What follows belongs to an exercise in optimizing a design on an open flow for small area; a production flow would make more cautious choices. RTL that was checked went through simulation tests only; none was proved equivalent to the original. Only the layout flow was run in run 6; the RTL was not checked for function there. No driver is modelled on the clock port, so clocking that relies on it looks cheaper here than on a real chip. Power is estimated from default activity; no workload was simulated.

===== flow/flow/run.sh =====
#!/bin/bash
set -euo pipefail
rm -rf scripts_local
cp -r "$FLOW_HOME/scripts" scripts_local
cp flow/abc_area.script scripts_local/abc_area.script
export SCRIPTS_DIR="$PWD/scripts_local"
export BUFFER_PORTS_ARGS="-buffer_cell sky130_fd_sc_hd__buf_1"
bash standard.sh > standard.log 2>&1

===== flow/flow/abc_area.script =====
strash
dch -f
map -a

===== flow/design.v =====
`timescale 1ns / 1ps
module meanfilter #(
    parameter           DATA_WITH    =  24,
    parameter    [7:0]  MEAN_Level   =  7
)
(
    input       wire                        clk,
    input       wire                        rst,
    input       wire                        en,
    input       wire                        iValid,
    input       wire [DATA_WITH-1:0]        iData,
    output      wire [DATA_WITH + MEAN_Level -1:0] oData,
    output      wire                        oReady
);
reg  [4:0]  v;       
reg  [1:0]  prev;    
reg         z;       
reg  [1:0]  cn;      
reg  [30:0] rn;      
reg  [3:0]  tn;      
wire st0 = iValid & ~v[0];
wire st1 = v[0] & ~v[1];
wire st2 = v[1] & ~v[2];
wire st3 = v[2] & ~v[3];
wire st4 = v[3] & ~v[4];
wire shift = en & (st0 | st1 | st2 | st3 | st4);
wire wrap = (prev == 2'b11 && iData[23:22] == 2'b00) ||
            (prev == 2'b00 && iData[23:22] == 2'b11);
wire fw = st0 & wrap;
wire m = z;
wire g0 = m ? st1 : st0;
wire g1 = m ? st2 : st1;
wire g2 = m ? st3 : st2;
wire g3 = m ? st4 : st3;
wire [6:0] xdn = ~(({7{g0}} & iData[6:0]) | ({7{g1}} & iData[13:7]) |
                   ({7{g2}} & iData[20:14]) | ({7{g3}} & {4'b0, iData[23:21]}));
wire ga = m | st0;
wire gb = m | st4;
wire [6:0] an = {rn[6:3] | {4{ga | st4}}, rn[2:0] | {3{ga}}};
wire [6:0] bn = ~(rn[13:7] | {{4{gb | st3}}, {3{gb}}}) ;
wire [1:0] cin = st0 ? 2'b10 : cn;
wire [6:0] psn = an ^ bn ^ xdn;
wire [6:0] pcn = (an & bn) | (an & xdn) | (bn & xdn);
wire [7:0] rcn;
wire [6:0] dn;
assign dn[0]  = psn[0] ^ cin[0] ^ cin[1];
assign rcn[0] = (psn[0] & cin[0]) | (psn[0] & cin[1]) | (cin[0] & cin[1]);
genvar j;
generate for (j = 1; j < 7; j = j + 1) begin : g_rip
    assign dn[j]  = psn[j] ^ pcn[j-1] ^ rcn[j-1];
    assign rcn[j] = (psn[j] & pcn[j-1]) | (psn[j] & rcn[j-1]) | (pcn[j-1] & rcn[j-1]);
end endgenerate
always @(posedge clk) begin
    if (rst)
        v <= 5'd0;
    else
        v <= {v[3:0], iValid};
    prev <= iData[23:22];
    if (rst)
        z <= 1'b1;
    else if (en & st0 & wrap)
        z <= 1'b1;
    else if (en & st4)
        z <= 1'b0;
    cn <= {pcn[6] | fw, rcn[6] & ~fw};
    tn <= dn[6:3] | {4{fw}};
    if (shift)
        rn <= {dn[2:0] | {3{fw}}, tn, rn[30:7]};
end
assign oData  = en ? (z ? 31'd0 : ~rn) : {iData, 7'b0};
assign oReady = v[4];
endmodule

===== flow/constraint.sdc =====
create_clock -name core_clock -period 5.0 [get_ports {clk}]
set_input_delay 1.0000 -clock core_clock [delete_from_list [all_inputs] [get_ports {clk}]]
set_output_delay 1.0000 -clock core_clock [all_outputs]
set_load 0.01 [all_outputs]

===== flow/config.mk =====
export PLATFORM = sky130hd
export DESIGN_NAME = meanfilter
export DESIGN_NICKNAME = meanfilter
export VERILOG_FILES = /design/flow/design.v
export SDC_FILE = /design/flow/constraint.sdc
export NUM_CORES = 4
export LEC_CHECK = 0
export ABC_AREA = 1
export CAP_MARGIN = 0
export CORE_MARGIN = 2
export CORE_UTILIZATION = 40
export SLEW_MARGIN = 0

===== flow/standard.sh =====
#!/bin/bash
# synth_recipe.tcl (not shown) runs the flow's synth.tcl, then flattens the netlist and writes it again
# the make line also repeats each setting of config.mk as NAME=value (left out here)
make -C /OpenROAD-flow-scripts/flow DESIGN_CONFIG=/design/flow/config.mk WORK_HOME=/design/flow/orfs CLKGATE_MAP_FILE= SYNTH_SCRIPT=/design/flow/synth_recipe.tcl "${@:-finish}"

==> results of run 1 <==
## area by class of cell
cell class / instances / area, µm²
fillers: 520 / 2690
flip-flops and latches: 45 / 1210
inverters: 45 / 169
clock inverters: 2 / 10.0
repair buffers: 69 / 297
clock buffers: 6 / 72.6
multi-input cells: 123 / 865
well taps: 72 / 90.1
## report_power, final
group / switching (mW) / total, mW / internal, mW
sequential: 0.0212 / 0.479 / 0.457
clock: 0.121 / 0.217 / 0.0970
combinational: 0.0826 / 0.147 / 0.0644
total: 0.224 / 0.843 / 0.619
## final timing paths
| path | start | endpoint | slack (ps) | cells past startpoint |
|---|---|---|---|---|
| hold / removal | tn[1]$_DFF_P_ | rn[25]$_DFFE_PP_ | 410 | 0 |
| hold reg to reg | tn[1]$_DFF_P_ | rn[25]$_DFFE_PP_ | 410 | 0 |
| setup reg to reg | z$_SDFFE_PP1P_ | tn[3]$_DFF_P_ | 310 | 15 |
| setup / recovery | iValid | tn[3]$_DFF_P_ | 200 | 17 |
## metrics by stage
stage / utilization / instances / total power, mW / hold WS, ps / setup TNS (ps)
after floorplan: - / 213 / 0.574 / 386 / 0
after global placement: 0.483 / 354 / 0.629 / 389 / -117
after detailed placement: 0.483 / 354 / 0.635 / 397 / -220
after CTS: 0.499 / 362 / 0.855 / 413 / 0
after global routing: 0.502 / 362 / 0.892 / 423 / 0
final: 0.502 / 362 / 0.843 / 412 / 0
## worst reg2reg max path, delay by kind of cell, from the launching register on
family	cells	cell delay, ps
buffers and inverters	2	270
DFF	1	480
AOI/OAI and AO/OA	3	490
and+or+nand+nor	2	390
adders and majority gates	8	2950
## metal layers
layer / vias up / routed length, µm / GRT usage
met5: - / 0 / 0
met2: 49 / 2360 / 0.287
met4: 0 / 70 / 0.0649
met1: 822 / 2440 / 0.247
met3: 6 / 266 / 0.0356
li1: 863 / - / -
## logic make-up after synthesis
kind of cell             after synthesis  synth area share
adder cells (fa/ha/maj)               14             0.127
flip-flops                            45             0.549
AO/OA/AOI/OAI                         45             0.124
buffers and inverters                 45            0.0766
AND/OR/NAND/NOR                       64             0.123
## sequential cells by signal, summed over array words and instances (netlist names)
| name | count |
|---|---|
| z | 1 |
| rn | 31 |
| v | 5 |
| tn | 4 |
| prev | 2 |
| cn | 2 |
## what timing repair did
action,in CTS,in global routing
setup endpoints to repair,0,1
endpoints found under the hold margin,0,0
resized for setup,0,4
## layout by cell type (no fill, tap or decap), drive strengths merged, types with 6 or more instances in the layout
master  count
buf        69
clkinv     47
nor2       37
edfxtp     31
o22ai      26
dfxtp      14
fa         14
nand2      13
or2        11
o21ai       9
clkbuf      6
==> summary.txt, run 1 <==
Outcome
  – Status: no timing/DRC/antenna violations

Global routing
  – First-pass GRT wire length: 8.31 mm
  – Vias in the first global route: between 1500 and 2000
  – GRT overflow: 0
  – GRT Total Usage: 0.180
  – Pin count of the biggest net entering global routing: 32
  – Antenna violations before repair: 0

Critical path
  – Worst Path Class, Setup: in -> reg
  – Slowest stage delay, CP: 540 ps
  – Crit-path slowest cell: fa_1
  – Buf/Inv on CP: 3
  – Most numerous cell on the critical path: fa_2
  – Crit. End Element: flip-flop
  – Worst EP arrival: 4990 ps
  – CP cell instances: buf_1, clkinv_1, nor2_1, nor2_2, a21oi_2, a21oi_2, o221ai_2, fa_1, fa_1, clkinv_1, fa_2, fa_2, fa_2, fa_2, fa_2, fa_1, or2_2
  – Critical path launch point type: primary input
  – Family with the most delay on the worst path: adder cells
  – Max FO, Critical Path: 4
  – WP data required: 5190 ps

Route
  – Drt total wl: 5.14 mm
  – Routed vias/inst: 4.81
  – Wire per inst: 14.2 µm
  – Violation count after the first detailed-route iteration: 63
  – Vias: 1740
  – Drt drc: 0
  – Antenna Nets Post-Route: 0
  – Drt first pass iters: 6

Synth
  – Synth Flop Type: edfxtp_1
  – Post-Syn Area: 2210 µm²
  – Synth top cells by count: clkinv_1 (45), nor2_1 (37), edfxtp_1 (31), o22ai_1 (26)
  – Sequential-to-total area share from yosys stat: 0.549
  – Syn Area/Cell: 10.4 µm²
  – Yosys top cell area share: 0.422
  – Yosys warning total: 1
  – Most common cell in the netlist: clkinv_1
  – Syn nets: 255
  – Largest area contributor in the netlist: edfxtp_1
  – Cells after Synth: approximately 210
  – Async set or reset register ratio after synthesis: 0
  – EDFF count, synth: 31
  – Top post-synthesis cells by area: edfxtp_1 (42%), dfxtp_1 (13%), fa_1 (13%), clkinv_1 (7.7%), o22ai_1 (7.4%)
  – Synth cell types: 15
  – Register bit total from synthesis: between 40 and 50

Timing
  – Final worst path period share: 0.961
  – Final Hold Fails: 0
  – Final Critical Period: 4800 ps
  – Max-slew violations: 0
  – Unrepaired setup endpoints after global routing: false
  – Slew HR: 0.323
  – FMAX: between 0.2 and 0.25 GHz
  – Worst slew pin tran: 1010 ps
  – Worst setup slack after layout: 196 ps
  – Setup violators final: 0
  – Worst Skew: 3.88 ps

Final layout
  – Share of layout cells above drive strength 1: 0.134
  – Final Cell Area: 2710 µm²
  – Antenna diode count: 0
  – Net count, final: 331
  – Area Growth Syn to Fin: 23.0%

Clock tree
  – H-tree Lvls: 2
  – CTS Hold Bufs: 0
  – CTS buffer count: 5
  – Clock Path Buffers: 2
  – Number of setup buffers added after CTS: 0
  – CTS tree: built
  – Root Buffer: clkbuf_8
  – CTS clk-pin slew, worst paths: 80 ps
  – Clock Latency Late Sink: 300 ps
  – Sinks on Clock Net: 45

Floorplan
  – FP Rows: 27
  – Core area: 5410 µm²
  – Die width: 78.3 µm
  – I/O pins: 60
  – Die area: 6120 µm²
  – Die height: 78.3 µm
  – Starting Density: 0.408

Power and ir drop
  – Worst VDD drop: 170 µV
  – Leakage power: 0.934 nW
  – Pwr/cell area: 311 nW/µm²

Worst hold path
  – Worst min-delay path class: reg -> reg

Flow run
  – Max capacitance violation total: 0

Placement
  – Gpl congestion: 0.847
  – DP HPWL: 3.92 mm
  – Port Buffers: 59
  – Placed inst area: 2610 µm²
  – DP Worst Slack: -220 ps
==> run 2: changes to the inputs <==
--- a/flow/design.v
+++ b/flow/design.v
@@ -24,20 +24,20 @@
 wire st3 = v[2] & ~v[3];
 wire st4 = v[3] & ~v[4];
+wire p0  = ~(st1 | st2 | st3 | st4);
 wire shift = en & (st0 | st1 | st2 | st3 | st4);
 wire wrap = (prev == 2'b11 && iData[23:22] == 2'b00) ||
             (prev == 2'b00 && iData[23:22] == 2'b11);
-wire fw = st0 & wrap;
-wire m = z;
-wire g0 = m ? st1 : st0;
-wire g1 = m ? st2 : st1;
-wire g2 = m ? st3 : st2;
-wire g3 = m ? st4 : st3;
+wire g0 = z ? st1 : p0;
+wire g1 = z ? st2 : st1;
+wire g2 = z ? st3 : st2;
+wire g3 = z ? st4 : st3;
 wire [6:0] xdn = ~(({7{g0}} & iData[6:0]) | ({7{g1}} & iData[13:7]) |
                    ({7{g2}} & iData[20:14]) | ({7{g3}} & {4'b0, iData[23:21]}));
-wire ga = m | st0;
-wire gb = m | st4;
+wire ga = z | p0;
+wire gb = z | st4;
 wire [6:0] an = {rn[6:3] | {4{ga | st4}}, rn[2:0] | {3{ga}}};
-wire [6:0] bn = ~(rn[13:7] | {{4{gb | st3}}, {3{gb}}}) ;
-wire [1:0] cin = st0 ? 2'b10 : cn;
+wire [6:0] bn = ~(rn[13:7] | {{4{gb | st3}}, {3{gb}}});
+wire       ci = p0 | (z & st1);      
+wire [1:0] cin = ci ? 2'b10 : cn;
 wire [6:0] psn = an ^ bn ^ xdn;
 wire [6:0] pcn = (an & bn) | (an & xdn) | (bn & xdn);
@@ -63,8 +63,8 @@
     else if (en & st4)
         z <= 1'b0;
-    cn <= {pcn[6] | fw, rcn[6] & ~fw};
-    tn <= dn[6:3] | {4{fw}};
+    cn <= {pcn[6], rcn[6]};
+    tn <= dn[6:3];
     if (shift)
-        rn <= {dn[2:0] | {3{fw}}, tn, rn[30:7]};
+        rn <= {dn[2:0], {tn, rn[30:28]} | {7{z & st1}}, rn[27:7]};
 end
 assign oData  = en ? (z ? 31'd0 : ~rn) : {iData, 7'b0};
==> summary.txt, run 2 <==
Synth
  – Largest area contributor in the netlist: edfxtp_1
  – Syn nets: 246
  – Yosys top cell area share: 0.428
  – Synth cell types: 16
  – Synth top cells by count: clkinv_1 (36), edfxtp_1 (31), nor2_1 (30), nand2_1 (20), o22ai_1 (20)
  – Async set or reset register ratio after synthesis: 0
  – Top post-synthesis cells by area: edfxtp_1 (43%), dfxtp_1 (13%), fa_1 (13%), clkinv_1 (6.2%), o22ai_1 (5.8%)
  – Cells after Synth: a little over 200
  – Synth Flop Type: edfxtp_1
  – Post-Syn Area: 2170 µm²
  – Sequential-to-total area share from yosys stat: 0.557
  – Register bit total from synthesis: 45
  – Syn Area/Cell: between 10 and 15 µm²
  – Most common cell in the netlist: clkinv_1
  – Yosys warning total: 1
  – EDFF count, synth: 31

Clock tree
  – Sinks on Clock Net: 45
  – CTS clk-pin slew, worst paths: 80 ps
  – Clock Latency Late Sink: 300 ps
  – H-tree Lvls: 2
  – Number of setup buffers added after CTS: 0
  – Post_cts resized: 0
  – CTS Hold Bufs: 0
  – Clock Path Buffers: 2
  – CTS tree: built
  – CTS buffer count: 5
  – Root Buffer: clkbuf_8

Critical path
  – WP data required: 5170 ps
  – Slowest stage delay, CP: 550 ps
  – Worst EP arrival: 4960 ps
  – Most numerous cell on the critical path: fa_2
  – Max FO, Critical Path: 2
  – CP cell instances: clkinv_1, nor2_1, nor4_1, nor2_1, a21oi_1, a22oi_1, o221ai_2, fa_1, clkinv_1, fa_2, fa_2, fa_2, fa_2, fa_2, fa_2, fa_1
  – Worst Path Class, Setup: reg -> reg
  – Crit. End Element: flip-flop
  – Crit-path slowest cell: fa_1
  – Family with the most delay on the worst path: adder cells
  – Critical path launch point type: flip-flop
  – Buf/Inv on CP: 2

Final layout
  – Share of layout cells above drive strength 1: 0.148
  – Most frequent cells in the layout: buf_1 (59), clkinv_1 (36), edfxtp_1 (31)
  – Largest register FFs: 31
  – Fill count: 494
  – Most common cell after layout, fill and taps aside: buf_1
  – Biggest register: rn
  – Antenna diode count: 0
  – Fin cells: 354
  – Area Growth Syn to Fin: 25.3%
  – Net count, final: 325
  – Final Cell Area: roughly 2700 µm²
  – Top flop regs: rn x31, v x5, tn x4

Timing
  – Unrepaired setup endpoints after global routing: false
  – Slew HR: 0.344
  – Max-slew violations: 0
  – Final Critical Period: 4790 ps
  – Worst setup slack after layout: around 210 ps
  – Setup violators final: 0
  – Worst Skew: roughly 9.9 ps
  – Final worst path period share: 0.958
  – Worst slew pin tran: approximately 980 ps
  – FMAX: 0.209 GHz
  – Final Hold Fails: 0

Placement
  – Dpl cells: 346
  – Gpl congestion: around 0.85
  – DP HPWL: 3.86 mm
  – DP Worst Slack: -197 ps
  – Placed inst area: 2600 µm²
  – Port Buffers: 59

Outcome
  – Status: no timing/DRC/antenna violations

Floorplan
  – I/O pins: 60
  – FP Rows: 26
  – Core area: 5170 µm²
  – Die area: just over 6000 µm²
  – Die width: 77.7 µm
  – Die height: 77.7 µm
  – Starting Density: 0.420

Power and ir drop
  – Worst VDD drop: ~130 µV
  – Leakage power: 0.938 nW
  – Pwr/cell area: 326 nW/µm²

Global routing
  – GRT Total Usage: 0.185
  – GRT overflow: 0
  – Antenna violations before repair: 0
  – First-pass GRT wire length: 8.60 mm
  – Pin count of the biggest net entering global routing: 32
  – Vias in the first global route: 1754

Route
  – Drt first pass iters: 4
  – Drt drc: 0
  – Routed vias/inst: 5.00
  – Drt total wl: between 5 and 6 mm
  – Vias: 1770
  – Wire per inst: 14.8 µm
  – Antenna Nets Post-Route: 0
  – Violation count after the first detailed-route iteration: 54

Worst hold path
  – Worst min-delay path class: reg -> reg

Flow run
  – Max capacitance violation total: 0
## run 2: cell types whose count changed after synthesis, sizes merged, moves of 2 or more
cell    previous run  this run
o22ai             26        20
o21ai              9        12
nor2              37        30
a22oi              1         3
nor3               2         0
clkinv            45        36
nand2             13        20
a21oi              5         7
## run 2: per-layer routing
layer | track usage | part of all wire | vias up
li1 | - | - | 854
met1 | 0.259 | 0.46 | 847
met2 | 0.290 | 0.46 | 62
met3 | 0.0442 | 0.061 | 7
met4 | 0.0482 | 0.012 | 0
met5 | 0 | 0 | -
## run 2: layout make-up
type | count | area (µm²) | area share
repair buffers | 72 | 319 | 0.117
clock inverters | 2 | 35.0 | 0.0129
multi-input cells | 123 | 865 | 0.317
clock buffers | 6 | 72.6 | 0.0266
inverters | 36 | 135 | 0.0496
well taps | 70 | 87.6 | 0.0321
flip-flops and latches | 45 | 1210 | 0.444
## run 2: through the flow
step	setup TNS, ps	power, mW	utilization	hold slack (ps)
floorplan	0	0.563	-	413
global placement	-189	0.623	0.502	423
detailed placement	-320	0.627	0.502	430
CTS	0	0.896	0.523	442
global route	0	0.938	0.527	470
finish	0	0.888	0.527	454
## run 2: cells by family after synthesis
logic type / after synthesis / synth area share
and+or+nand+nor: 63 / 0.124
DFF: 45 / 0.557
adders and majority gates: 14 / 0.129
buffers and inverters: 36 / 0.0621
AOI/OAI and AO/OA: 46 / 0.128
## run 2: power by group
group	switching [mW]	total [mW]	internal, mW
sequential	0.0182	0.473	0.455
clock	0.122	0.270	0.148
combinational	0.0811	0.145	0.0640
## run 2: tightest hold or removal path, cell delays in order, from the launching register on
cell and delay (ps):
dfxtp_1 330, clkinv_1 60, nor2_1 30
## run 2: final timing paths
path | from | to | slack, ps | cells past startpoint
setup / recovery | v[2]$_SDFF_PP0_ | tn[3]$_DFF_P_ | 210 | 16
hold / removal | v[2]$_SDFF_PP0_ | v[3]$_SDFF_PP0_ | 450 | 2
setup reg to reg | v[2]$_SDFF_PP0_ | tn[3]$_DFF_P_ | 210 | 16
hold reg to reg | v[2]$_SDFF_PP0_ | v[3]$_SDFF_PP0_ | 450 | 2
==> run 3: changes to the inputs <==
--- a/flow/flow/run.sh
+++ b/flow/flow/run.sh
@@ -6,3 +6,6 @@
 export SCRIPTS_DIR="$PWD/scripts_local"
 export BUFFER_PORTS_ARGS="-buffer_cell sky130_fd_sc_hd__buf_1"
+RES="$PWD/orfs/results/sky130hd/meanfilter/base"
+bash standard.sh "$RES/1_2_yosys.v" > synth.log 2>&1
+python3 flow/fa_pins.py "$RES/1_2_yosys.v" > fa_pins.log 2>&1
 bash standard.sh > standard.log 2>&1
==> flow/flow/fa_pins.py (new file) <==
#!/usr/bin/env python3
"""Reorder the inputs of every full-adder cell in a Yosys netlist so that the
latest-arriving input uses the cell's fastest input pin (CIN), the next one B
and the earliest one A. A full adder is symmetric in its three inputs, so the
function of the netlist is unchanged. Arrival times are a rough estimate from
the netlist's structure: inputs at 1.1 ns, register outputs at 0.35 ns, 0.45 ns
per full adder and 0.15 ns per other gate.
usage: fa_pins.py netlist.v  (rewritten in place)"""
import re
import sys

path = sys.argv[1]
text = open(path).read()
inst_re = re.compile(r'(sky130_fd_sc_hd__(\w+))\s+(\S+)\s*\((.*?)\);', re.S)
pin_re = re.compile(r'\.(\w+)\(\s*([^()]*?)\s*\)')
insts = []
for m in inst_re.finditer(text):
    pins = {p: n.strip() for p, n in pin_re.findall(m.group(4))}
    insts.append((m, m.group(2), pins))

OUTPINS = {'X', 'Y', 'Q', 'Q_N', 'COUT', 'SUM', 'HI', 'LO'}
driver = {}
for idx, (m, cell, pins) in enumerate(insts):
    for p, n in pins.items():
        if p in OUTPINS:
            driver[n] = idx

sys.setrecursionlimit(10000)
memo = {}


def arrival(net):
    if net in memo:
        return memo[net]
    memo[net] = 0.0
    idx = driver.get(net)
    if idx is None:
        t = 1.1 if not re.match(r"^\d+'", net) else 0.0
    else:
        cell, pins = insts[idx][1], insts[idx][2]
        if cell.startswith(('dfxtp', 'edfxtp', 'dfrtp', 'sdf', 'dfx')):
            t = 0.35
        else:
            ins = [n for p, n in pins.items() if p not in OUTPINS]
            d = 0.45 if cell.startswith('fa_') else 0.15
            t = max([arrival(n) for n in ins] or [0.0]) + d
    memo[net] = t
    return t


out = []
last = 0
swapped = 0
for m, cell, pins in insts:
    if not cell.startswith('fa_'):
        continue
    nets = [pins['A'], pins['B'], pins['CIN']]
    order = sorted(nets, key=arrival)
    new = {'A': order[0], 'B': order[1], 'CIN': order[2]}
    if [new['A'], new['B'], new['CIN']] == nets:
        continue
    swapped += 1
    body = m.group(4)
    body = re.sub(r'\.A\(\s*[^()]*?\s*\)', '.A(@@A@@)', body, count=1)
    body = re.sub(r'\.B\(\s*[^()]*?\s*\)', '.B(@@B@@)', body, count=1)
    body = re.sub(r'\.CIN\(\s*[^()]*?\s*\)', '.CIN(@@CIN@@)', body, count=1)
    for p in ('A', 'B', 'CIN'):
        n = new[p]
        body = body.replace('@@%s@@' % p, n + (' ' if n.startswith('\\') else ''))
    out.append(text[last:m.start(4)])
    out.append(body)
    last = m.end(4)
out.append(text[last:])
open(path, 'w').write(''.join(out))
print('fa_pins: reordered inputs of %d full adders' % swapped)
==> summary.txt, run 3 <==
Critical path
  – Worst Path Class, Setup: reg -> reg
  – WP data required: 5170 ps
  – Buf/Inv on CP: 3
  – Crit. End Element: flip-flop
  – Critical path launch point type: flip-flop
  – Crit-path slowest cell: fa_1
  – Most numerous cell on the critical path: fa_1
  – CP cell instances: clkinv_1, o21ai_1, clkinv_1, a22oi_1, o221ai_1, fa_1, clkinv_1, fa_1, fa_1, fa_1, fa_1, fa_1, fa_1, fa_1
  – Max FO, Critical Path: 6
  – Worst EP arrival: 4860 ps
  – Slowest stage delay, CP: ~510 ps
  – Family with the most delay on the worst path: adder cells

Timing
  – Final worst path period share: 0.937
  – Worst hold slack: roughly 450 ps
  – FMAX: 0.213 GHz
  – Slew HR: 0.340
  – Worst slew pin tran: 988 ps
  – Final Hold Fails: 0
  – Unrepaired setup endpoints after global routing: false
  – Setup TNS: 0 ps
  – Max-slew violations: 0
  – Worst Skew: 3.32 ps
  – Setup violators final: 0
  – Final Critical Period: 4690 ps

Synth
  – EDFF count, synth: 31
  – Syn Area/Cell: 10.7 µm²
  – Cells after Synth: a little over 200
  – Synth top cells by count: clkinv_1 (36), edfxtp_1 (31), nor2_1 (30), nand2_1 (20), o22ai_1 (20)
  – Area share of fa/ha/maj cells after synthesis: 0.129
  – Syn nets: 246
  – Mux contribution to synthesized area: 0
  – Top post-synthesis cells by area: edfxtp_1 (43%), dfxtp_1 (13%), fa_1 (13%), clkinv_1 (6.2%), o22ai_1 (5.8%)
  – Synth Flop Type: edfxtp_1
  – Post-Synth Simple-Gate Area: 0.124
  – Main combinational cell family by area after synthesis: adder cells
  – Synth Area in XOR/XNOR: 0
  – Register bit total from synthesis: 45
  – Yosys top cell area share: 0.428
  – Most common cell in the netlist: clkinv_1
  – Compound-Gate Fraction of Synth Area: 0.128
  – Yosys warning total: 1
  – Post-Syn Area: 2170 µm²
  – Largest area contributor in the netlist: edfxtp_1
  – Synth cell types: 16
  – Sequential-to-total area share from yosys stat: 0.557
  – Async set or reset register ratio after synthesis: 0

Floorplan
  – Die area: 6040 µm²
  – Die height: 77.7 µm
  – Starting Density: 0.420
  – Die width: 77.7 µm
  – FP Rows: 26
  – I/O pins: 60
  – Core area: 5170 µm²

Final layout
  – Storage element area: about 1200 µm²
  – Most frequent cells in the layout: buf_1 (59), clkinv_1 (36), edfxtp_1 (31)
  – Share of layout cells above drive strength 1: 0.100
  – Biggest register: rn
  – Area Growth Syn to Fin: 21.2%
  – Most common cell after layout, fill and taps aside: buf_1
  – Top flop regs: rn x31, v x5, tn x4
  – Net count, final: 320
  – Largest register FFs: 31
  – Area occupied by multi-input gates: 837 µm²
  – Fill count: between 500 and 600
  – Antenna diode count: 0

Route
  – Routed vias/inst: 4.89
  – Drt total wl: 5.00 mm
  – Drt drc: 0
  – Drt first pass iters: 4
  – Vias: 1707
  – Antenna Nets Post-Route: 0
  – Wire per inst: about 14 µm
  – Violation count after the first detailed-route iteration: 52

Global routing
  – Vias in the first global route: roughly 1700
  – GRT overflow: 0
  – Pin count of the biggest net entering global routing: 32
  – First-pass GRT wire length: around 8.3 mm
  – Antenna violations before repair: 0
  – GRT Total Usage: 0.180

Flow run
  – Max capacitance violation total: 0

Clock tree
  – CTS clk-pin slew, worst paths: 80 ps
  – H-tree Lvls: 2
  – Root Buffer: clkbuf_8
  – Clock Latency Late Sink: 290 ps
  – CTS buffer count: 5
  – CTS tree: built
  – Number of setup buffers added after CTS: 0
  – Sinks on Clock Net: 45
  – CTS Hold Bufs: 0
  – Clock Path Buffers: 2

Power and ir drop
  – Worst VDD drop: 151 µV
  – Pwr/cell area: 311 nW/µm²
  – Leakage power: a little over 0.9 nW

Outcome
  – Status: no timing/DRC/antenna violations

Placement
  – Gpl congestion: 0.847
  – DP HPWL: between 3 and 4 mm
  – Port Buffers: 59

Worst hold path
  – Worst min-delay path class: reg -> reg
[run 3: cell counts after synthesis]
No cell type changed its count.
[run 3: layer usage]
metal	global-route usage	wire, µm
met5	0	0
met4	0.0536	56
met3	0.0360	282
met2	0.281	2270
met1	0.256	2390
[run 3: area by class of cell]
type | instances | area share
clock inverters | 2 | 0.00380
multi-input cells | 123 | 0.318
repair buffers | 67 | 0.107
clock buffers | 6 | 0.0275
inverters | 36 | 0.0513
flip-flops and latches | 45 | 0.460
well taps | 70 | 0.0332
[run 3: timing repair]
| item | CTS | global route |
|---|---|---|
| endpoints found under the hold margin | 0 | 0 |
| resized for setup | 0 | 3 |
| setup endpoints to repair | 0 | 2 |
[run 3: kinds of logic (layout without fill, tap and decap cells)]
logic type,Yosys count,after routing
compound gates,46,46
fa+ha+maj,14,14
buf+inv,36,111
flops,45,45
simple gates,63,63
[run 3: report_power, final]
group | total, mW | internal (mW) | switching, mW | leakage [nW]
sequential | 0.472 | 0.455 | 0.0172 | 0.406
combinational | 0.135 | 0.0578 | 0.0771 | 0.458
clock | 0.213 | 0.0969 | 0.117 | 0.0450
total | 0.820 | 0.609 | 0.211 | 0.909
[run 3: metrics by stage]
step           total power [mW]  area, µm²  std cells  setup WS (ps)   util
3_3_place_gp              0.615       2550        341            163  0.493
6_report                  0.820       2640        349            313  0.509
5_1_grt                   0.869       2640        349           4.03  0.509
2_1_floorplan             0.557       2170        204            148      -
4_1_cts                   0.833       2630        349            191  0.508
3_5_place_dp              0.617       2550        341            105  0.493
[run 3: worst register-to-register path: cells and delay by family (launching register included)]
kind / cells / cell delay [ps]
adder cells (fa/ha/maj): 8 / 3260
flip-flops: 1 / 420
buffers and inverters: 3 / 310
AO/OA/AOI/OAI: 3 / 580
[run 3: worst paths after layout]
check                       start               to  slack (ps)  cells after the start
setup / recovery   z$_SDFFE_PP1P_    tn[3]$_DFF_P_         310                     14
hold / removal    v[2]$_SDFF_PP0_  v[3]$_SDFF_PP0_         450                      2
setup reg to reg   z$_SDFFE_PP1P_    tn[3]$_DFF_P_         310                     14
hold reg to reg   v[2]$_SDFF_PP0_  v[3]$_SDFF_PP0_         450                      2
==> run 4: changes to the inputs <==
--- a/flow/flow/run.sh
+++ b/flow/flow/run.sh
@@ -6,4 +6,6 @@
 export SCRIPTS_DIR="$PWD/scripts_local"
 export BUFFER_PORTS_ARGS="-buffer_cell sky130_fd_sc_hd__buf_1"
+export CTS_ARGS="-sink_clustering_enable -repair_clock_nets -dont_use_dummy_load -root_buf sky130_fd_sc_hd__clkbuf_8 -buf_list sky130_fd_sc_hd__clkbuf_4"
+export GPL_KEEP_OVERFLOW=0
 RES="$PWD/orfs/results/sky130hd/meanfilter/base"
 bash standard.sh "$RES/1_2_yosys.v" > synth.log 2>&1
--- a/flow/config.mk
+++ b/flow/config.mk
@@ -9,4 +9,4 @@
 export CAP_MARGIN = 0
 export CORE_MARGIN = 2
-export CORE_UTILIZATION = 40
+export CORE_UTILIZATION = 65
 export SLEW_MARGIN = 0
==> summary.txt, run 4 <==
Route
  – Drt total wl: 5.22 mm
  – Routed vias/inst: 5.72
  – Wire per inst: 16.5 µm
  – Antenna Nets Post-Route: 0
  – Drt drc: 0
  – Violation count after the first detailed-route iteration: around 50
  – Vias: 1807
  – Drt first pass iters: 4

Synth
  – Post-Syn Area: 2170 µm²
  – Synth top cells by count: clkinv_1 (36), edfxtp_1 (31), nor2_1 (30), nand2_1 (20), o22ai_1 (20)
  – Yosys top cell area share: 0.428
  – Syn Area/Cell: 10.7 µm²
  – Async set or reset register ratio after synthesis: 0
  – Top post-synthesis cells by area: edfxtp_1 (43%), dfxtp_1 (13%), fa_1 (13%), clkinv_1 (6.2%), o22ai_1 (5.8%)
  – Sequential-to-total area share from yosys stat: 0.557
  – Largest area contributor in the netlist: edfxtp_1
  – Register bit total from synthesis: 45
  – EDFF count, synth: 31
  – Syn nets: ~250
  – Yosys warning total: 1
  – Synth Flop Type: edfxtp_1
  – Most common cell in the netlist: clkinv_1
  – Synth cell types: 16
  – Cells after Synth: between 200 and 250

Critical path
  – Setup crit start: v[1]$_SDFF_PP0_
  – WP data required: 5170 ps
  – Crit. End Element: flip-flop
  – Critical path launch point type: flip-flop
  – Max FO, Critical Path: 7
  – Worst Path Class, Setup: reg -> reg
  – Worst EP arrival: about 5100 ps
  – Worst r2r src: v[1]$_SDFF_PP0_

Outcome
  – Status: no timing/DRC/antenna violations

Global routing
  – Antenna violations before repair: 0
  – Vias in the first global route: ~1600
  – First-pass GRT wire length: 7.39 mm
  – GRT Total Usage: 0.284
  – Pin count of the biggest net entering global routing: 32
  – GRT overflow: 0

Floorplan
  – Die height: 61.8 µm
  – I/O pins: 60
  – Die width: 61.8 µm
  – Core area: 3280 µm²
  – Die area: 3820 µm²
  – FP Rows: 21
  – Starting Density: 0.662

Final layout
  – Utilization after layout: 0.810
  – Most frequent cells in the layout: buf_1 (59), clkinv_1 (31), edfxtp_1 (31)
  – Fin cells: 316
  – Area Growth Syn to Fin: 22.4%
  – Antenna diode count: 0
  – Biggest register: rn
  – Top flop regs: rn x31, v x5, tn x4
  – Most common cell after layout, fill and taps aside: buf_1
  – Share of layout cells above drive strength 1: 0.133
  – Net count, final: around 310
  – Largest register FFs: 31

Clock tree
  – CTS clk-pin slew, worst paths: ~80 ps
  – Sinks on Clock Net: 45
  – CTS tree: built
  – Root Buffer: clkbuf_8
  – Clock Path Buffers: 2
  – Clock Latency Late Sink: 290 ps
  – H-tree Lvls: 2
  – CTS buffer count: 5

Placement
  – Gpl congestion: 0.830
  – DP HPWL: ~3.6 mm
  – Port Buffers: 59
  – Dpl cells: 310

Timing
  – Max-slew violations: 0
  – Worst Skew: 9.60 ps
  – Setup violators final: 0
  – Worst slew pin tran: 950 ps
  – Final Hold Fails: 0
  – Slew HR: 0.365
  – Final worst path period share: 0.983
  – Final Critical Period: between 4000 and 5000 ps
  – FMAX: 0.203 GHz

Power and ir drop
  – Worst VDD drop: about 280 µV
  – Leakage power: approximately 0.9 nW
  – Pwr/cell area: 308 nW/µm²
  – Final total power: 818 µW

Flow run
  – Max capacitance violation total: 0

Worst hold path
  – Worst min-delay path class: reg -> reg
  – Hold Crit Start: rn[22]$_DFFE_PP_
==> run 4: where the power goes <==
part / switching (mW) / total [mW] / leakage, nW / internal [mW]
Clock: 0.105 / 0.195 / 0.0359 / 0.0901
Sequential: 0.0195 / 0.475 / 0.406 / 0.455
Combinational: 0.0853 / 0.148 / 0.455 / 0.0630
==> run 4: layer usage <==
metal / vias up / global-route usage / share of wire
met5: - / 0 / 0
met4: 0 / 0.0851 / 0.018
met3: 11 / 0.0870 / 0.062
met2: 84 / 0.466 / 0.51
met1: 880 / 0.368 / 0.41
li1: 832 / - / -
==> run 4: final cells by class <==
cell class	instances	area, µm²
clock buffers	5	68.8
multi-input cells	123	928
flip-flops and latches	45	1210
repair buffers	61	256
inverters	36	136
well taps	46	57.6
fillers	206	623
==> run 4: logic make-up (layout without fill, tap and decap cells) <==
| kind of cell | count (synthesis) | count (layout) | synth area share |
|---|---|---|---|
| and+or+nand+nor | 63 | 63 | 0.124 |
| AOI/OAI and AO/OA | 46 | 46 | 0.128 |
| DFF | 45 | 45 | 0.557 |
| buffers and inverters | 36 | 102 | 0.0621 |
| adders and majority gates | 14 | 14 | 0.129 |
==> run 4: stage by stage <==
stage	area [µm²]	setup WS, ps	hold slack (ps)	setup TNS (ps)
after floorplan	2170	148	413	0
after global placement	2450	-508	421	-1560
after detailed placement	2490	-761	425	-1770
after CTS	2610	1.03	437	0
after global routing	2660	-52.5	466	-52.5
final	2660	82.7	451	0
==> run 4: final timing paths <==
kind	end	depth (start not counted)	slack (ps)
min reg2reg	rn[15]$_DFFE_PP_	0	450
max	tn[3]$_DFF_P_	16	80
max reg2reg	tn[3]$_DFF_P_	16	80
min	rn[15]$_DFFE_PP_	0	450
==> run 4: timing repair <==
item,CTS,global route
endpoints found under the setup margin,3,2
hold buffers,0,0
endpoints found under the hold margin,0,0
resized for setup,11,17
pin swaps,1,3
setup buffers,1,0
==> run 4: critical path, cell delays in order (launching register included) <==
cell and delay [ps]:
dfxtp_2 360, inv_2 60, nor2_4 190, nor4_4 110, nor2_2 200, a21oi_4 100
a22oi_2 170, o221ai_2 130, fa_1 590, clkinv_1 80, fa_1 380, fa_1 390
fa_1 390, fa_1 400, fa_1 410, fa_1 400, fa_1 450
==> run 5: changes to the inputs <==
--- a/flow/flow/run.sh
+++ b/flow/flow/run.sh
@@ -7,5 +7,4 @@
 export BUFFER_PORTS_ARGS="-buffer_cell sky130_fd_sc_hd__buf_1"
 export CTS_ARGS="-sink_clustering_enable -repair_clock_nets -dont_use_dummy_load -root_buf sky130_fd_sc_hd__clkbuf_8 -buf_list sky130_fd_sc_hd__clkbuf_4"
-export GPL_KEEP_OVERFLOW=0
 RES="$PWD/orfs/results/sky130hd/meanfilter/base"
 bash standard.sh "$RES/1_2_yosys.v" > synth.log 2>&1
==> summary.txt, run 5 <==
Placement
  – DP Worst Slack: 89.1 ps
  – DP HPWL: about 3.5 mm
  – Dpl cells: 317
  – Gpl congestion: 0.866
  – Port Buffers: 59

Global routing
  – Antenna violations before repair: 0
  – Pin count of the biggest net entering global routing: 32
  – GRT Total Usage: 0.267
  – First-pass GRT wire length: around 7 mm
  – Vias in the first global route: between 1000 and 1500
  – GRT overflow: 0

Final layout
  – Area Growth Syn to Fin: 18.9%
  – Most common cell after layout, fill and taps aside: buf_1
  – Largest register FFs: 31
  – Net count, final: 320
  – Antenna diode count: 0
  – Fin cells: 322
  – Biggest register: rn
  – Share of layout cells above drive strength 1: 0.0870
  – Top flop regs: rn x31, v x5, tn x4
  – Most frequent cells in the layout: buf_1 (59), clkinv_1 (36), edfxtp_1 (31)

Clock tree
  – H-tree Lvls: 2
  – Clock Path Buffers: 2
  – CTS tree: built
  – CTS clk-pin slew, worst paths: roughly 80 ps
  – Number of setup buffers added after CTS: 0
  – Root Buffer: clkbuf_8
  – CTS Hold Bufs: 0
  – CTS buffer count: 5
  – Clock Latency Late Sink: approximately 300 ps
  – Sinks on Clock Net: 45
  – Post_cts resized: 0

Synth
  – Sequential-to-total area share from yosys stat: 0.557
  – Synth Flop Type: edfxtp_1
  – Syn nets: 246
  – Main combinational cell family by area after synthesis: adder cells
  – Synth cell types: 16
  – EDFF count, synth: 31
  – Post-Synth Simple-Gate Area: 0.124
  – Register bit total from synthesis: 45
  – Most common cell in the netlist: clkinv_1
  – Yosys top cell area share: 0.428
  – Syn Area/Cell: 10.7 µm²
  – Largest area contributor in the netlist: edfxtp_1
  – Post-Syn Area: between 2000 and 2500 µm²
  – Area share of fa/ha/maj cells after synthesis: 0.129
  – Compound-Gate Fraction of Synth Area: 0.128
  – Synth top cells by count: clkinv_1 (36), edfxtp_1 (31), nor2_1 (30), nand2_1 (20), o22ai_1 (20)
  – Cells after Synth: 204
  – Synth Area in XOR/XNOR: 0
  – Top post-synthesis cells by area: edfxtp_1 (43%), dfxtp_1 (13%), fa_1 (13%), clkinv_1 (6.2%), o22ai_1 (5.8%)
  – Async set or reset register ratio after synthesis: 0
  – Yosys warning total: 1
  – Mux contribution to synthesized area: 0

Timing
  – Final worst path period share: 0.948
  – Setup violators final: 0
  – Max-slew violations: 0
  – Setup TNS: 0 ps
  – Final Critical Period: 4740 ps
  – Worst slew pin tran: 955 ps
  – Worst Skew: 20.2 ps
  – Unrepaired setup endpoints after global routing: false
  – FMAX: roughly 0.21 GHz
  – Final Hold Fails: 0
  – Slew HR: 0.362
  – Worst setup slack after layout: 262 ps

Worst hold path
  – Hold path depth: 2
  – Hold Path Sink: v[3]$_SDFF_PP0_
  – Hold Crit Start: v[2]$_SDFF_PP0_
  – Worst min-delay path class: reg -> reg

Power and ir drop
  – Part of the power in registers: 0.587
  – Clock power frac: 0.242
  – Psw: 201 µW
  – Leakage power: 0.901 nW
  – Sw Share: 0.250
  – Final total power: ~810 µW
  – Worst VDD drop: 238 µV
  – Gate power share: 0.171
  – Int Pwr: ~600 µW
  – Pwr/cell area: around 310 nW/µm²

Route
  – Drt total wl: 4.71 mm
  – Antenna Nets Post-Route: 0
  – Routed vias/inst: 5.41
  – Vias: 1742
  – Drt drc: 0
  – Drt first pass iters: 4
  – Violation count after the first detailed-route iteration: 137
  – Wire per inst: 14.6 µm

Critical path
  – Flop-to-flop setup slack: 260 ps
  – Reg-to-Reg End: tn[3]$_DFF_P_
  – Worst r2r src: v[3]$_SDFF_PP0_
  – Max FO, Critical Path: 3
  – Reg2reg path depth: 16
  – Worst Path Class, Setup: reg -> reg
  – Critical path launch point type: flip-flop
  – Crit. End Element: flip-flop
  – WP data required: 5180 ps
  – Worst EP arrival: 4920 ps

Floorplan
  – Die height: 61.8 µm
  – I/O pins: 60
  – Die width: 61.8 µm
  – Die area: 3820 µm²
  – FP Rows: 21
  – Starting Density: 0.662
  – Core area: 3280 µm²

Outcome
  – Status: no timing/DRC/antenna violations

Flow run
  – Max capacitance violation total: 0
-- run 5: cell type report --
type / instances / area, µm²
repair buffers: 67 / 282
inverters: 36 / 135
fillers: 216 / 698
well taps: 46 / 57.6
clock buffers: 5 / 68.8
multi-input cells: 123 / 832
flip-flops and latches: 45 / 1210
-- run 5: metal layers --
| metal | track usage | part of all wire | routed length (µm) |
|---|---|---|---|
| met1 | 0.403 | 0.43 | 2030 |
| met2 | 0.374 | 0.46 | 2190 |
| met3 | 0.0766 | 0.096 | 453 |
| met4 | 0.0942 | 0.0093 | 44 |
| met5 | 0 | 0 | 0 |
-- run 5: kinds of logic after synthesis --
group	after synthesis
flip-flops	45
buffers and inverters	36
adder cells (fa/ha/maj)	14
AND/OR/NAND/NOR	63
AO/OA/AOI/OAI	46
-- run 5: critical path: stages (launching register included) --
cell and delay [ps]:
dfxtp_1 340, clkinv_1 80, nor2_1 190, nor4_1 110, nor2_1 150, a21oi_1 90
a22oi_1 150, o221ai_1 150, fa_1 510, clkinv_1 80, fa_1 380, fa_1 390
fa_1 390, fa_1 390, fa_1 390, fa_1 390, fa_1 440
-- run 5: stage by stage --
step | hold slack (ps) | instance area [µm²] | util
floorplan | 413 | 2170 | -
global placement | 423 | 2520 | 0.766
detailed placement | 426 | 2520 | 0.766
CTS | 420 | 2590 | 0.787
global route | 438 | 2590 | 0.787
finish | 410 | 2590 | 0.787
-- run 5: power groups by stage --
stage	Sequential (mW)	Combinational [mW]	Clock, mW
CTS	0.472	0.138	0.202
finish	0.473	0.138	0.195
detailed placement	0.480	0.137	0
global placement	0.480	0.133	0
floorplan	0.475	0.0822	0
global route	0.477	0.155	0.212
-- run 5: worst max path at each step --
stage	start	to	slack, ps	cells past startpoint
after floorplan	z$_SDFFE_PP1P_	tn[3]$_DFF_P_	150	14
after global placement	iData[7]	tn[3]$_DFF_P_	190	12
after detailed placement	iData[7]	tn[3]$_DFF_P_	90	12
after CTS	z$_SDFFE_PP1P_	tn[3]$_DFF_P_	270	14
after global routing	z$_SDFFE_PP1P_	tn[3]$_DFF_P_	50	14
final	v[3]$_SDFF_PP0_	tn[3]$_DFF_P_	260	16
==> run 6: changes to the inputs <==
--- a/flow/design.v
+++ b/flow/design.v
@@ -17,6 +17,6 @@
 reg         z;       
 reg  [1:0]  cn;      
-reg  [30:0] rn;      
-reg  [3:0]  tn;      
+reg  [27:0] rn;      
+reg  [2:0]  tn;      
 wire st0 = iValid & ~v[0];
 wire st1 = v[0] & ~v[1];
@@ -25,5 +25,4 @@
 wire st4 = v[3] & ~v[4];
 wire p0  = ~(st1 | st2 | st3 | st4);
-wire shift = en & (st0 | st1 | st2 | st3 | st4);
 wire wrap = (prev == 2'b11 && iData[23:22] == 2'b00) ||
             (prev == 2'b00 && iData[23:22] == 2'b11);
@@ -36,6 +35,8 @@
 wire ga = z | p0;
 wire gb = z | st4;
-wire [6:0] an = {rn[6:3] | {4{ga | st4}}, rn[2:0] | {3{ga}}};
-wire [6:0] bn = ~(rn[13:7] | {{4{gb | st3}}, {3{gb}}});
+wire [2:0] alo = st4 ? tn : rn[2:0];
+wire [2:0] blo = st3 ? tn : rn[9:7];
+wire [6:0] an = {rn[6:3] | {4{ga | st4}}, alo | {3{ga}}};
+wire [6:0] bn = ~({rn[13:10], blo} | {{4{gb | st3}}, {3{gb}}});
 wire       ci = p0 | (z & st1);      
 wire [1:0] cin = ci ? 2'b10 : cn;
@@ -64,9 +65,10 @@
         z <= 1'b0;
     cn <= {pcn[6], rcn[6]};
-    tn <= dn[6:3];
-    if (shift)
-        rn <= {dn[2:0], {tn, rn[30:28]} | {7{z & st1}}, rn[27:7]};
+    if (en & (st0 | st1 | st2 | st3))
+        rn <= {dn, rn[27:21] | {7{z & st1}}, rn[20:7]};
+    if (en & st4)
+        tn <= dn[2:0];
 end
-assign oData  = en ? (z ? 31'd0 : ~rn) : {iData, 7'b0};
+assign oData  = en ? (z ? 31'd0 : ~{tn, rn}) : {iData, 7'b0};
 assign oReady = v[4];
 endmodule
==> summary.txt, run 6 <==
Outcome
  – Status: no timing/DRC/antenna violations

Synth
  – Synth top cells by count: clkinv_1 (44), nand2_1 (33), edfxtp_1 (31), nor2_1 (28), o22ai_1 (21)
  – Largest area contributor in the netlist: edfxtp_1
  – Most common cell in the netlist: clkinv_1
  – Syn Area/Cell: ~9.9 µm²
  – Sequential-to-total area share from yosys stat: 0.525
  – Yosys top cell area share: 0.432
  – Async set or reset register ratio after synthesis: 0
  – Cells after Synth: 218
  – Yosys warning total: 1
  – Synth cell types: 17
  – Syn nets: 260
  – EDFF count, synth: 31
  – Synth Flop Type: edfxtp_1
  – Register bit total from synthesis: 41
  – Post-Syn Area: 2150 µm²
  – Top post-synthesis cells by area: edfxtp_1 (43%), fa_1 (13%), dfxtp_1 (9.3%), clkinv_1 (7.7%), o22ai_1 (6.1%)

Route
  – Wire per inst: between 15 and 20 µm
  – Drt drc: 0
  – Violation count after the first detailed-route iteration: 182
  – Vias: around 2000
  – Drt total wl: ~5.8 mm
  – Drt first pass iters: 6
  – Antenna Nets Post-Route: 0
  – Routed vias/inst: 5.78

Critical path
  – WP data required: 5040 ps
  – Worst Path Class, Setup: reg -> reg
  – Max FO, Critical Path: 7
  – Worst EP arrival: 4870 ps
  – Critical path launch point type: flip-flop
  – Reg2reg path depth: 14
  – Crit. End Element: flip-flop

Clock tree
  – CTS clk-pin slew, worst paths: 80 ps
  – CTS buffer count: 5
  – Sinks on Clock Net: 41
  – CTS tree: built
  – Root Buffer: clkbuf_8
  – Clock Latency Late Sink: between 200 and 300 ps
  – Clock Path Buffers: 2
  – H-tree Lvls: 2

Floorplan
  – FP Rows: 20
  – Core area: 3100 µm²
  – I/O pins: 60
  – Die height: 61.6 µm
  – Die width: 61.6 µm
  – Starting Density: 0.694
  – Die area: 3790 µm²

Final layout
  – Largest register FFs: 28
  – Most common cell after layout, fill and taps aside: buf_1
  – Most frequent cells in the layout: buf_1 (59), clkinv_1 (39), nand2_1 (33)
  – Final Cell Area: 2670 µm²
  – Antenna diode count: 0
  – Top flop regs: rn x28, v x5, tn x3
  – Net count, final: 342
  – Fin cells: 342
  – Area Growth Syn to Fin: 23.9%
  – Share of layout cells above drive strength 1: 0.131
  – Biggest register: rn

Placement
  – Port Buffers: between 50 and 60
  – Dpl cells: approximately 340
  – DP HPWL: between 3 and 4 mm
  – DP Worst Slack: -121 ps
  – Placed inst area: between 2000 and 3000 µm²
  – Gpl congestion: 0.926

Timing
  – Worst setup slack after layout: 171 ps
  – Setup violators final: 0
  – Max-slew violations: 0
  – Slew HR: 0.359
  – FMAX: 0.207 GHz
  – Final Hold Fails: 0
  – Final Critical Period: 4830 ps
  – Worst Skew: 20.0 ps
  – Unrepaired setup endpoints after global routing: false
  – Worst slew pin tran: approximately 960 ps
  – Final worst path period share: 0.966

Power and ir drop
  – Gate power share: 0.197
  – Psw: between 200 and 250 µW
  – Leakage power: 0.945 nW
  – Int Pwr: 562 µW
  – Final total power: 768 µW
  – Worst VDD drop: 206 µV
  – Part of the power in registers: 0.558
  – Sw Share: 0.268
  – Pwr/cell area: 288 nW/µm²
  – Clock power frac: 0.246

Global routing
  – Pin count of the biggest net entering global routing: 32
  – First-pass GRT wire length: 8.87 mm
  – Antenna violations before repair: 0
  – GRT overflow: 0
  – GRT Total Usage: 0.347
  – Vias in the first global route: 1900

Flow run
  – Max capacitance violation total: 0

Worst hold path
  – Worst min-delay path class: reg -> reg
  – Hold path depth: 0
run 6: cell types whose count changed after synthesis, sizes merged, moves of 2 or more:
cell and change:
o211ai +4, o21ai +4, a211oi +3, clkinv +8, or2 -10, nor2 -2
o221ai -3, dfxtp -4, nand2 +13
run 6: worst paths after layout:
path / startpoint / end / slack (ps)
hold / removal: rn[15]$_DFFE_PP_ / rn[8]$_DFFE_PP_ / 450
hold reg to reg: rn[15]$_DFFE_PP_ / rn[8]$_DFFE_PP_ / 450
setup / recovery: z$_SDFFE_PP1P_ / rn[27]$_DFFE_PP_ / 170
setup reg to reg: z$_SDFFE_PP1P_ / rn[27]$_DFFE_PP_ / 170
run 6: logic make-up (layout without fill, tap and decap cells):
group,after synthesis,after routing,synth area share
compound gates,55,55,0.153
fa+ha+maj,14,14,0.130
buf+inv,44,124,0.0767
flops,41,41,0.525
simple gates,64,64,0.116
run 6: final cells by class:
| cell class | count | area, µm² |
|---|---|---|
| Inverter | 44 | 170 |
| Clock buffer | 5 | 68.8 |
| Tap cell | 44 | 55.1 |
| Fill cell | 186 | 433 |
| Multi-Input combinational cell | 133 | 902 |
| Sequential cell | 41 | 1130 |
| Timing Repair Buffer | 75 | 342 |
run 6: stage by stage:
stage	TNS [ps]	utilization	hold slack, ps
floorplan	0	-	413
global placement	0	0.821	422
detailed placement	-121	0.821	431
CTS	0	0.856	450
global route	0	0.860	466
finish	0	0.860	452
run 6: routing by layer:
layer / vias to the layer above / global-route usage / wire, µm
met5: - / 0 / 0
met4: 0 / 0.167 / 206
met3: 29 / 0.0840 / 479
met2: 120 / 0.565 / 2910
met1: 931 / 0.438 / 2240
li1: 898 / - / -
run 6: power groups by stage:
stage	Sequential, mW	Combinational [mW]	Clock, mW
after global routing	0.431	0.166	0.204
after floorplan	0.429	0.0827	0
after detailed placement	0.433	0.139	0
after global placement	0.433	0.132	0
final	0.428	0.151	0.189
after CTS	0.427	0.147	0.190
run 6: critical path: stages (launching register included):
cell        delay [ps]
dfxtp_1            390
clkinvlp_4         200
o21ai_2            260
clkinv_1           140
a22oi_2            220
o211ai_1           130
fa_1               510
clkinv_1            80
fa_2               350
fa_2               360
fa_2               360
fa_1               390
fa_1               390
fa_1               390
fa_1               440
run 6: repair_timing:
| action | in CTS | in global routing |
|---|---|---|
| hold buffers | 0 | 0 |
| pin swaps | 1 | 0 |
| buffers inserted | 1 | 0 |
| endpoints found under the setup margin | 2 | 2 |
| gates resized for setup | 11 | 8 |
==> run 7: changes to the inputs <==
--- a/flow/design.v
+++ b/flow/design.v
@@ -17,6 +17,6 @@
 reg         z;       
 reg  [1:0]  cn;      
-reg  [27:0] rn;      
-reg  [2:0]  tn;      
+reg  [30:0] rn;      
+reg  [3:0]  tn;      
 wire st0 = iValid & ~v[0];
 wire st1 = v[0] & ~v[1];
@@ -25,4 +25,5 @@
 wire st4 = v[3] & ~v[4];
 wire p0  = ~(st1 | st2 | st3 | st4);
+wire shift = en & (st0 | st1 | st2 | st3 | st4);
 wire wrap = (prev == 2'b11 && iData[23:22] == 2'b00) ||
             (prev == 2'b00 && iData[23:22] == 2'b11);
@@ -35,8 +36,6 @@
 wire ga = z | p0;
 wire gb = z | st4;
-wire [2:0] alo = st4 ? tn : rn[2:0];
-wire [2:0] blo = st3 ? tn : rn[9:7];
-wire [6:0] an = {rn[6:3] | {4{ga | st4}}, alo | {3{ga}}};
-wire [6:0] bn = ~({rn[13:10], blo} | {{4{gb | st3}}, {3{gb}}});
+wire [6:0] an = {rn[6:3] | {4{ga | st4}}, rn[2:0] | {3{ga}}};
+wire [6:0] bn = ~(rn[13:7] | {{4{gb | st3}}, {3{gb}}});
 wire       ci = p0 | (z & st1);      
 wire [1:0] cin = ci ? 2'b10 : cn;
@@ -65,10 +64,9 @@
         z <= 1'b0;
     cn <= {pcn[6], rcn[6]};
-    if (en & (st0 | st1 | st2 | st3))
-        rn <= {dn, rn[27:21] | {7{z & st1}}, rn[20:7]};
-    if (en & st4)
-        tn <= dn[2:0];
+    tn <= dn[6:3];
+    if (shift)
+        rn <= {dn[2:0], {tn, rn[30:28]} | {7{z & st1}}, rn[27:7]};
 end
-assign oData  = en ? (z ? 31'd0 : ~{tn, rn}) : {iData, 7'b0};
+assign oData  = en ? (z ? 31'd0 : ~rn) : {iData, 7'b0};
 assign oReady = v[4];
 endmodule
--- a/flow/flow/run.sh
+++ b/flow/flow/run.sh
@@ -6,5 +6,7 @@
 export SCRIPTS_DIR="$PWD/scripts_local"
 export BUFFER_PORTS_ARGS="-buffer_cell sky130_fd_sc_hd__buf_1"
-export CTS_ARGS="-sink_clustering_enable -repair_clock_nets -dont_use_dummy_load -root_buf sky130_fd_sc_hd__clkbuf_8 -buf_list sky130_fd_sc_hd__clkbuf_4"
+export PRE_CTS_TCL="$PWD/flow/manual_cts.tcl"
+export CTS_ARGS="-clk_nets clk -dont_use_dummy_load"
+export MCTS_N=3 MCTS_CELL=sky130_fd_sc_hd__clkbuf_8 MCTS_ROOT=sky130_fd_sc_hd__clkbuf_1
 RES="$PWD/orfs/results/sky130hd/meanfilter/base"
 bash standard.sh "$RES/1_2_yosys.v" > synth.log 2>&1
==> flow/flow/manual_cts.tcl (new file) <==
# Clock buffering done by hand, in place of TritonCTS's H-tree: the clock port
# drives one root buffer (MCTS_ROOT) and the root drives MCTS_N leaf buffers
# (MCTS_CELL), each driving the clock pins of one group of registers, the
# groups split by x position into equal sizes. Each buffer sits at the centroid
# of what it drives; detailed placement legalizes them afterwards.
set nbuf [expr {[info exists ::env(MCTS_N)] ? $::env(MCTS_N) : 3}]
set cell [expr {[info exists ::env(MCTS_CELL)] ? $::env(MCTS_CELL) : "sky130_fd_sc_hd__clkbuf_8"}]
set rootcell [expr {[info exists ::env(MCTS_ROOT)] ? $::env(MCTS_ROOT) : "sky130_fd_sc_hd__clkbuf_2"}]
set block [ord::get_db_block]
set clknet [$block findNet clk]
set master [[ord::get_db] findMaster $cell]
set sinks {}
foreach it [$clknet getITerms] {
  set loc [[$it getInst] getLocation]
  lappend sinks [list [lindex $loc 0] [lindex $loc 1] $it]
}
set sinks [lsort -integer -index 0 $sinks]
set n [llength $sinks]
set rootnet [odb::dbNet_create $block "clk_root"]
$rootnet setSigType CLOCK
set rx 0; set ry 0
for {set b 0} {$b < $nbuf} {incr b} {
  set lo [expr {$b * $n / $nbuf}]
  set hi [expr {($b + 1) * $n / $nbuf - 1}]
  set grp [lsort -integer -index 1 [lrange $sinks $lo $hi]]
  set net [odb::dbNet_create $block "clk_leaf_$b"]
  $net setSigType CLOCK
  set inst [odb::dbInst_create $block $master "clk_leaf_buf_$b"]
  set sx 0; set sy 0
  foreach s $grp {
    set it [lindex $s 2]
    $it disconnect
    $it connect $net
    incr sx [lindex $s 0]; incr sy [lindex $s 1]
  }
  [$inst findITerm A] connect $rootnet
  [$inst findITerm X] connect $net
  set x [expr {$sx / [llength $grp]}]; set y [expr {$sy / [llength $grp]}]
  $inst setLocation $x $y
  $inst setPlacementStatus PLACED
  incr rx $x; incr ry $y
}
set root [odb::dbInst_create $block [[ord::get_db] findMaster $rootcell] "clk_root_buf"]
[$root findITerm A] connect $clknet
[$root findITerm X] connect $rootnet
$root setLocation [expr {$rx / $nbuf}] [expr {$ry / $nbuf}]
$root setPlacementStatus PLACED
==> summary.txt, run 7 <==
Route
  – Wire per inst: approximately 15 µm
  – Drt total wl: approximately 4.7 mm
  – Vias: 1723
  – Drt drc: 0
  – Violation count after the first detailed-route iteration: 130
  – Antenna Nets Post-Route: 0
  – Routed vias/inst: about 5.4
  – Drt first pass iters: 4

Final layout
  – Antenna diode count: 0
  – Most common cell after layout, fill and taps aside: buf_1
  – Biggest register: rn
  – Fin cells: 321
  – Top flop regs: rn x31, v x5, tn x4
  – Area Growth Syn to Fin: 17.8%
  – Net count, final: 319
  – Largest register FFs: 31
  – Final Cell Area: 2560 µm²
  – Share of layout cells above drive strength 1: 0.0800
  – Most frequent cells in the layout: buf_1 (59), clkinv_1 (36), edfxtp_1 (31)

Synth
  – Largest area contributor in the netlist: edfxtp_1
  – Synth Flop Type: edfxtp_1
  – Syn Area/Cell: 10.7 µm²
  – Post-Syn Area: ~2200 µm²
  – Synth top cells by count: clkinv_1 (36), edfxtp_1 (31), nor2_1 (30), nand2_1 (20), o22ai_1 (20)
  – Most common cell in the netlist: clkinv_1
  – EDFF count, synth: 31
  – Synth cell types: 16
  – Syn nets: 246
  – Cells after Synth: 204
  – Top post-synthesis cells by area: edfxtp_1 (43%), dfxtp_1 (13%), fa_1 (13%), clkinv_1 (6.2%), o22ai_1 (5.8%)
  – Async set or reset register ratio after synthesis: 0
  – Yosys top cell area share: 0.428
  – Yosys warning total: 1
  – Sequential-to-total area share from yosys stat: 0.557
  – Register bit total from synthesis: 45

Clock tree
  – Number of setup buffers added after CTS: 0
  – Clock Latency Late Sink: 460 ps
  – Post_cts resized: 0
  – CTS Hold Bufs: 0
  – CTS clk-pin slew, worst paths: 100 ps

Floorplan
  – I/O pins: 60
  – Die height: between 60 and 70 µm
  – Starting Density: 0.662
  – Core area: 3280 µm²
  – Die area: 3820 µm²
  – FP Rows: 21
  – Die width: 61.8 µm

Timing
  – Final Critical Period: 4770 ps
  – Final worst path period share: 0.955
  – Final Hold Fails: 0
  – Unrepaired setup endpoints after global routing: false
  – Worst Skew: 14.3 ps
  – Setup violators final: 0
  – Slew HR: 0.360
  – Worst setup slack after layout: around 230 ps
  – Worst slew pin tran: 958 ps
  – Setup TNS: 0 ps
  – FMAX: 0.210 GHz
  – Max-slew violations: 0

Critical path
  – Worst r2r src: z$_SDFFE_PP1P_
  – Reg2reg path depth: 14
  – Flop-to-flop setup slack: about 230 ps
  – WP data required: 5350 ps
  – Max FO, Critical Path: 6
  – Reg-to-Reg End: tn[3]$_DFF_P_
  – Critical path launch point type: flip-flop
  – Worst Path Class, Setup: reg -> reg
  – Crit. End Element: flip-flop
  – Worst EP arrival: 5120 ps

Placement
  – Placed inst area: 2520 µm²
  – DP Worst Slack: 89.1 ps
  – DP HPWL: 3.54 mm
  – Gpl congestion: 0.866
  – Port Buffers: 59
  – Dpl cells: 317

Global routing
  – First-pass GRT wire length: 6.96 mm
  – Pin count of the biggest net entering global routing: 32
  – Vias in the first global route: 1453
  – Antenna violations before repair: 0
  – GRT Total Usage: 0.249
  – GRT overflow: 0

Worst hold path
  – Hold Path Sink: v[3]$_SDFF_PP0_
  – Hold Crit Start: v[2]$_SDFF_PP0_
  – Hold path depth: 2
  – Worst min-delay path class: reg -> reg

Power and ir drop
  – Pwr/cell area: 299 nW/µm²
  – Leakage power: between 0.8 and 0.9 nW
  – Final total power: 765 µW
  – Worst VDD drop: 318 µV

Outcome
  – Status: no timing/DRC/antenna violations

Flow run
  – Max capacitance violation total: 0
[run 7: cell types whose count changed after synthesis, sizes merged, moves of 2 or more]
cell    previous run  this run
a211oi             3         0
dfxtp             10        14
or2                0        10
clkinv            44        36
o211ai             4         0
nand2             33        20
nor2              28        30
o21ai             16        12
o221ai             0         3
[run 7: worst max path at each step]
stage,cells past startpoint,to,start
CTS,12,tn[3]$_DFF_P_,iData[7]
global route,14,tn[3]$_DFF_P_,z$_SDFFE_PP1P_
global placement,12,tn[3]$_DFF_P_,iData[7]
floorplan,14,tn[3]$_DFF_P_,z$_SDFFE_PP1P_
finish,14,tn[3]$_DFF_P_,z$_SDFFE_PP1P_
detailed placement,12,tn[3]$_DFF_P_,iData[7]
[run 7: critical path, stage by stage (launching register included)]
cell      delay (ps)
dfxtp_1          420
clkinv_1         100
o21ai_0          260
clkinv_1         160
a22oi_1          200
o221ai_1         150
fa_1             510
clkinv_1          80
fa_1             380
fa_1             390
fa_1             390
fa_1             390
fa_1             390
fa_1             390
fa_1             440
[run 7: where the power goes]
| part | internal [mW] | switching [mW] | total, mW |
|---|---|---|---|
| Combinational | 0.0593 | 0.0781 | 0.137 |
| Clock | 0.0564 | 0.0998 | 0.156 |
| Sequential | 0.455 | 0.0171 | 0.472 |
[run 7: cell type report]
type / instances / area [µm²]
buffer: 4 / 45.0
fill: 226 / 722
inverter: 36 / 135
multi-input combinational: 123 / 832
sequential: 45 / 1210
tap: 46 / 57.6
timing repair buffer: 67 / 282
[run 7: metrics by stage]
stage	util	hold slack, ps
floorplan	-	413
global route	0.780	460
CTS	0.780	430
finish	0.780	439
global placement	0.766	423
detailed placement	0.766	426
[run 7: logic make-up after synthesis]
group,Yosys count,share of synthesized area
flip-flops,45,0.557
AND/OR/NAND/NOR,63,0.124
buffers and inverters,36,0.0621
AO/OA/AOI/OAI,46,0.128
adder cells (fa/ha/maj),14,0.129
[run 7: metal layers]
layer  vias to the layer above  wire length (µm)  global-route usage
met5                         -                 0                   0
met4                         0                20              0.0274
met3                         2               340              0.0311
met2                        73              2250               0.389
met1                       810              2090               0.393
li1                        838                 -                   -

-- separate check: timing with driven ports --
In the flow no input, the clock included, has a driving cell. The finished layouts below were timed again as built, in two steps.
Step 1 (the two cells are an assumption about what drives the block):
set clk [get_ports {clk}]
set_driving_cell -lib_cell sky130_fd_sc_hd__clkbuf_16 $clk
set_driving_cell -lib_cell sky130_fd_sc_hd__buf_2 [delete_from_list [all_inputs] $clk]
Step 2 also shifts input and output timing later by t, the mid clock arrival at the registers, as if the neighbouring blocks saw the same clock.
Three values: ideal ports, drivers, drivers and shift; two values: the first two.
| run | t, ns | setup WS [ns] | worst setup path at the end | worst slew at a driven data input, ns |
|---|---|---|---|---|
| run 1 | 0.323 | 0.196 / 0.202 / -0.121 | input to register | 0.03 |
| run 2 | 0.321 | 0.212 / 0.212 / 0.012 | input to register | 0.03 |
| run 3 | 0.316 | 0.313 / 0.313 / 0.121 | input to register | 0.03 |
| run 4 | 0.311 | 0.083 / 0.083 / -0.040 | input to register | 0.03 |
| run 5 | 0.315 | 0.262 / 0.262 / 0.121 | input to register | 0.03 |
| run 6 | 0.305 | 0.171 / 0.171 / 0.052 | input to register | 0.04 |
| run 7 | 0.477 | 0.227 / 0.227 / 0.115 | input to register | 0.03 |
With both steps, setup timing fails in run 1 and run 4, where it was met with ideal ports. For run 1, which loses most, drivers alone change the setup slack by +0.006 ns; drivers and shift together by -0.317 ns.
